Context: an optimization exercise on an open-source flow, tuned for small area. The choices shown serve that exercise and are no tape-out recipe.
RTL that was checked went through simulation tests only; none was proved equivalent to the original.
Power and IR drop assume default switching activity.

## run X
==> module mfe_led7seg_74hc595_controller, before the edit <==
module mfe_led7seg_74hc595_controller (
    clk,
    rst,
    seg,
    sel,
    sclk,
    rclk,
    dio
    );
input           clk;
input           rst;
input  [7 : 0]  seg;      
output [7 : 0]  sel;      
output          sclk;
output          rclk;
output          dio;
reg  [7 : 0] div;
reg  [5 : 0] slot;
reg          first;       
reg  [2 : 0] dig;
reg  [7 : 0] seg_reg;     
wire div0 = (div == 8'd0);
wire div1 = (div == 8'd1);
wire s32  = slot[5] & ~slot[0];
wire s33  = slot[5] &  slot[0];
always @(posedge clk) begin
    if (rst) begin
        div <= 8'd0;
    end
    else begin
        div <= div + 1'b1;
    end
end
always @(posedge clk) begin
    if (rst) begin
        slot <= 6'd0;
    end
    else if (div1) begin
        slot <= s33 ? 6'd0 : slot + 1'b1;
    end
end
always @(posedge clk) begin
    if (rst) begin
        first <= 1'b1;
    end
    else if (div0 & s33) begin
        first <= 1'b0;
    end
end
always @(posedge clk) begin
    if (rst) begin
        dig <= 3'd0;
    end
    else if (div1 & s32) begin
        dig <= dig + 1'b1;
    end
end
always @(posedge clk) begin
    if (rst) begin
        seg_reg <= 8'd0;
    end
    else if (div0 & s33) begin
        seg_reg <= seg;
    end
end
assign sel = 8'd1 << dig;
assign sclk = div1 ? (slot[0] & ~slot[5])
                   : (~slot[0] & (slot[5] | (slot[4 : 1] != 4'd0) | ~first));
assign rclk = slot[5] & (div1 | slot[0]);
wire [2 : 0] b    = ~slot[3 : 1];
wire         pbit = ~first & (dig == b);
assign dio = ~slot[5] & (slot[4] ? pbit : seg_reg[b]);
endmodule
export LEC_CHECK = 0
export CAP_MARGIN = 20
export CORE_MARGIN = 2
export CORE_UTILIZATION = 40
export SLEW_MARGIN = 20
export SYNTH_HIERARCHICAL = 1
create_clock -name core_clock -period 5.0 [get_ports {clk}]
standard.sh (not shown) runs the stock make flow with config.mk's settings and CLKGATE_MAP_FILE= SYNTH_SCRIPT=/design/flow/synth_recipe.tcl, a recipe that flattens the netlist after the stock synthesis.
==> flow/flow/run.sh <==
#!/bin/bash
# Standard ORFS layout, with the port buffers made from the smallest buffer
# cell instead of the one buffer_ports picks by default.
set -euo pipefail
export BUFFER_PORTS_ARGS="-buffer_cell sky130_fd_sc_hd__buf_1"
bash standard.sh > standard.log 2>&1
Run X completed end to end with timing, DRC and antenna clean.
Relative to run X, the following input files were edited for run E:
--- a/flow/design.v
+++ b/flow/design.v
@@ -15,28 +15,37 @@
 output          rclk;
 output          dio;
 reg  [7 : 0] div;
-reg  [5 : 0] slot;
-reg          first;       
-reg  [2 : 0] dig;
-reg  [7 : 0] seg_reg;     
-wire div0 = (div == 8'd0);
-wire div1 = (div == 8'd1);
-wire s32  = slot[5] & ~slot[0];
-wire s33  = slot[5] &  slot[0];
+wire         z61  = ~|div[6 : 1];
+wire         z    = z61 & ~div[0];
+wire         div0 = z & ~div[7];
+wire         div1 = z61 & div[0] & ~div[7];
 always @(posedge clk) begin
     if (rst) begin
         div <= 8'd0;
     end
     else begin
-        div <= div + 1'b1;
+        div <= {div[6 : 0], div[7] ^ div[5] ^ div[4] ^ div[3] ^ z};
     end
 end
+reg  [5 : 0] slot;
+reg          first;       
+reg  [2 : 0] dig;
+reg  [7 : 0] seg_reg;     
+wire s32  = slot[5] & ~slot[0];
+wire s33  = slot[5] &  slot[0];
+wire [5 : 0] tgl;
+assign tgl[0] = 1'b1;
+assign tgl[1] = slot[0] & ~slot[5];
+assign tgl[2] = slot[0] & slot[1];
+assign tgl[3] = tgl[2] & slot[2];
+assign tgl[4] = tgl[3] & slot[3];
+assign tgl[5] = (tgl[4] & slot[4]) | s33;
 always @(posedge clk) begin
     if (rst) begin
         slot <= 6'd0;
     end
     else if (div1) begin
-        slot <= s33 ? 6'd0 : slot + 1'b1;
+        slot <= slot ^ tgl;
     end
 end
 always @(posedge clk) begin
==> comparison <==
Every stage of the flow completed for run E, and the final layout passed the timing, DRC and antenna checks.
Relative to run X, compound-cell area share of the yosys netlist decreased by 0.74 points in run E.
Number of filler cells placed in the layout is lower on run E
Comparing run X and run E, the lower met2 capacity usage during global routing is on run E.
Compare run X and run E | met2 wire length higher: run X
Final cell count (lower): run E
Diff run X and run E: total power draw lower in run X
Cmp run E vs run X: post-synthesis to final-layout area growth higher in run E
rclk as the end point of the critical path was reported by run X, and dio by run E.
The sequential share of layout area number comes out higher for run E vs run X.
NOTE number of multi-input combinational cells run X->run E decreased by more than 10%
The RTL of run E was laid out without a check of its function.

---

## v22
Another version of the RTL of mfe_led7seg_74hc595_controller_wrapper (not shown whole).
Size in the first run: ~280 cells after synthesis.
==> module mfe_led7seg_74hc595_controller_wrapper, before the edit <==
module mfe_led7seg_74hc595_controller_wrapper (
    clk,
    rst,
    dat,
    vld,
    sclk,
    rclk,
    dio
    );
input           clk;
input           rst;
input  [63 : 0] dat;
input           vld;
output          sclk;
output          rclk;
output          dio;
wire [63 : 0] dat_reg;
wire          vld_n = ~vld;
wire          ld    = ~(rst | vld_n);
wire          hd    = ~(rst | vld);
mfe_led7seg_74hc595_store #(.W(64)) store (
    .clk  (clk),
    .ld   (ld),
    .hd   (hd),
    .d    (dat),
    .q    (dat_reg)
    );
mfe_led7seg_74hc595_controller led7seg_74hc595_ctrl (
    .clk  (clk),
    .rst  (rst),
    .dat  (dat_reg),
    .sclk (sclk),
    .rclk (rclk),
    .dio  (dio)
    );
endmodule
==> module mfe_led7seg_74hc595_store, before the edit <==
module mfe_led7seg_74hc595_store #(
    parameter W = 64
    ) (
    clk,
    ld,
    hd,
    d,
    q
    );
input             clk;
input             ld;
input             hd;
input  [W - 1 : 0] d;
output [W - 1 : 0] q;
reg    [W - 1 : 0] q;
always @(posedge clk) begin
    q <= ({W{ld}} & d) | ({W{hd}} & q);
end
endmodule
export LEC_CHECK = 0
export CAP_MARGIN = 20
export CORE_MARGIN = 2
export CORE_UTILIZATION = 40
export SLEW_MARGIN = 20
export SYNTH_HIERARCHICAL = 1
create_clock -name core_clock -period 5.0 [get_ports {clk}]
==> flow/flow/run.sh <==
#!/bin/bash
# Standard ORFS layout, with the port buffers made from the smallest buffer
# cell, and a clock tree of a few leaf clusters without dummy loads.
set -euo pipefail
export BUFFER_PORTS_ARGS="-buffer_cell sky130_fd_sc_hd__buf_1"
export CTS_ARGS="-sink_clustering_enable -repair_clock_nets -dont_use_dummy_load -buf_list sky130_fd_sc_hd__clkbuf_8 -sink_clustering_size 30 -sink_clustering_max_diameter 200"
bash standard.sh > standard.log 2>&1
Input changes introduced in v37 (baseline for comparison: v22):
--- a/flow/design.v
+++ b/flow/design.v
@@ -211,7 +211,10 @@
 output          dio;
 wire [63 : 0] dat_reg;
-wire          vld_n = ~vld;
-wire          ld    = ~(rst | vld_n);
-wire          hd    = ~(rst | vld);
+wire          vld_n;
+wire          ld;
+wire          hd;
+mfe_led7seg_74hc595_g_inv  u_vld_n (.a(vld), .y(vld_n));
+mfe_led7seg_74hc595_g_nor2 u_ld    (.a(rst), .b(vld_n), .y(ld));
+mfe_led7seg_74hc595_g_nor2 u_hd    (.a(rst), .b(vld), .y(hd));
 mfe_led7seg_74hc595_store #(.W(64)) store (
     .clk  (clk),
@@ -245,6 +248,13 @@
 output [W - 1 : 0] q;
 reg    [W - 1 : 0] q;
+wire   [W - 1 : 0] nxt;
+genvar i;
+generate
+    for (i = 0; i < W; i = i + 1) begin : bit_g
+        mfe_led7seg_74hc595_g_a22o u_n (.a1(ld), .a2(d[i]), .b1(hd), .b2(q[i]), .y(nxt[i]));
+    end
+endgenerate
 always @(posedge clk) begin
-    q <= ({W{ld}} & d) | ({W{hd}} & q);
+    q <= nxt;
 end
 endmodule
## What came out
Between v22 and v37, the period utilization is lower for v37.
Flip-flop and latch count: v37 vs v22 identical
Between v22 and v37, the power of the combinational group is higher for v22.
Taking v22 as the reference, in v37 vertical die dimension -2.4%; combined area of all synthesized cells -170 µm².
First-pass GRT wire length: v22 vs v37 — no meaningful difference
Comparing v22 against v37, there is no change at all in worst hold path stage count.
As of v37, wire length on met3 had fallen by more than 10% compared to v22.
The lower arrival time of data at the critical path endpoint of v22 and v37 is in v37.
Summary — number of cells in the finished layout apart from fillers, v37 relative to v22: lower, by 2.
For v22, only the layout was checked, not whether the RTL still works.

-- what the ideal ports hide --
Ports are ideal in the flow. The routed layouts listed here were re-timed in OpenROAD. Step 1, drivers: a clkbuf_16 drives clk and a buf_2 each remaining input, both assumed. Step 2 adds t to the input delays and takes it off the output delays; t is the mean of the earliest and latest rising clock arrival at the registers after step 1. Input paths then give back, and output paths get back, about the clock's delay inside the block. a / b / c = ideal / step 1 / step 2; a / b = the first two.
| run | t (ns) | slack for setup (ns) | cell pins on the clock port's net |
|---|---|---|---|
| run X | 0.385 | 1.948 / 1.917 / 2.221 | 1 |
| run E | 0.383 | 2.188 / 2.156 / 2.416 | 1 |
| v22 | 0.366 | 1.873 / 1.841 / 2.207 | 1 |
| v37 | 0.371 | 1.888 / 1.858 / 2.229 | 1 |
After both steps setup and hold are still met in every run listed.
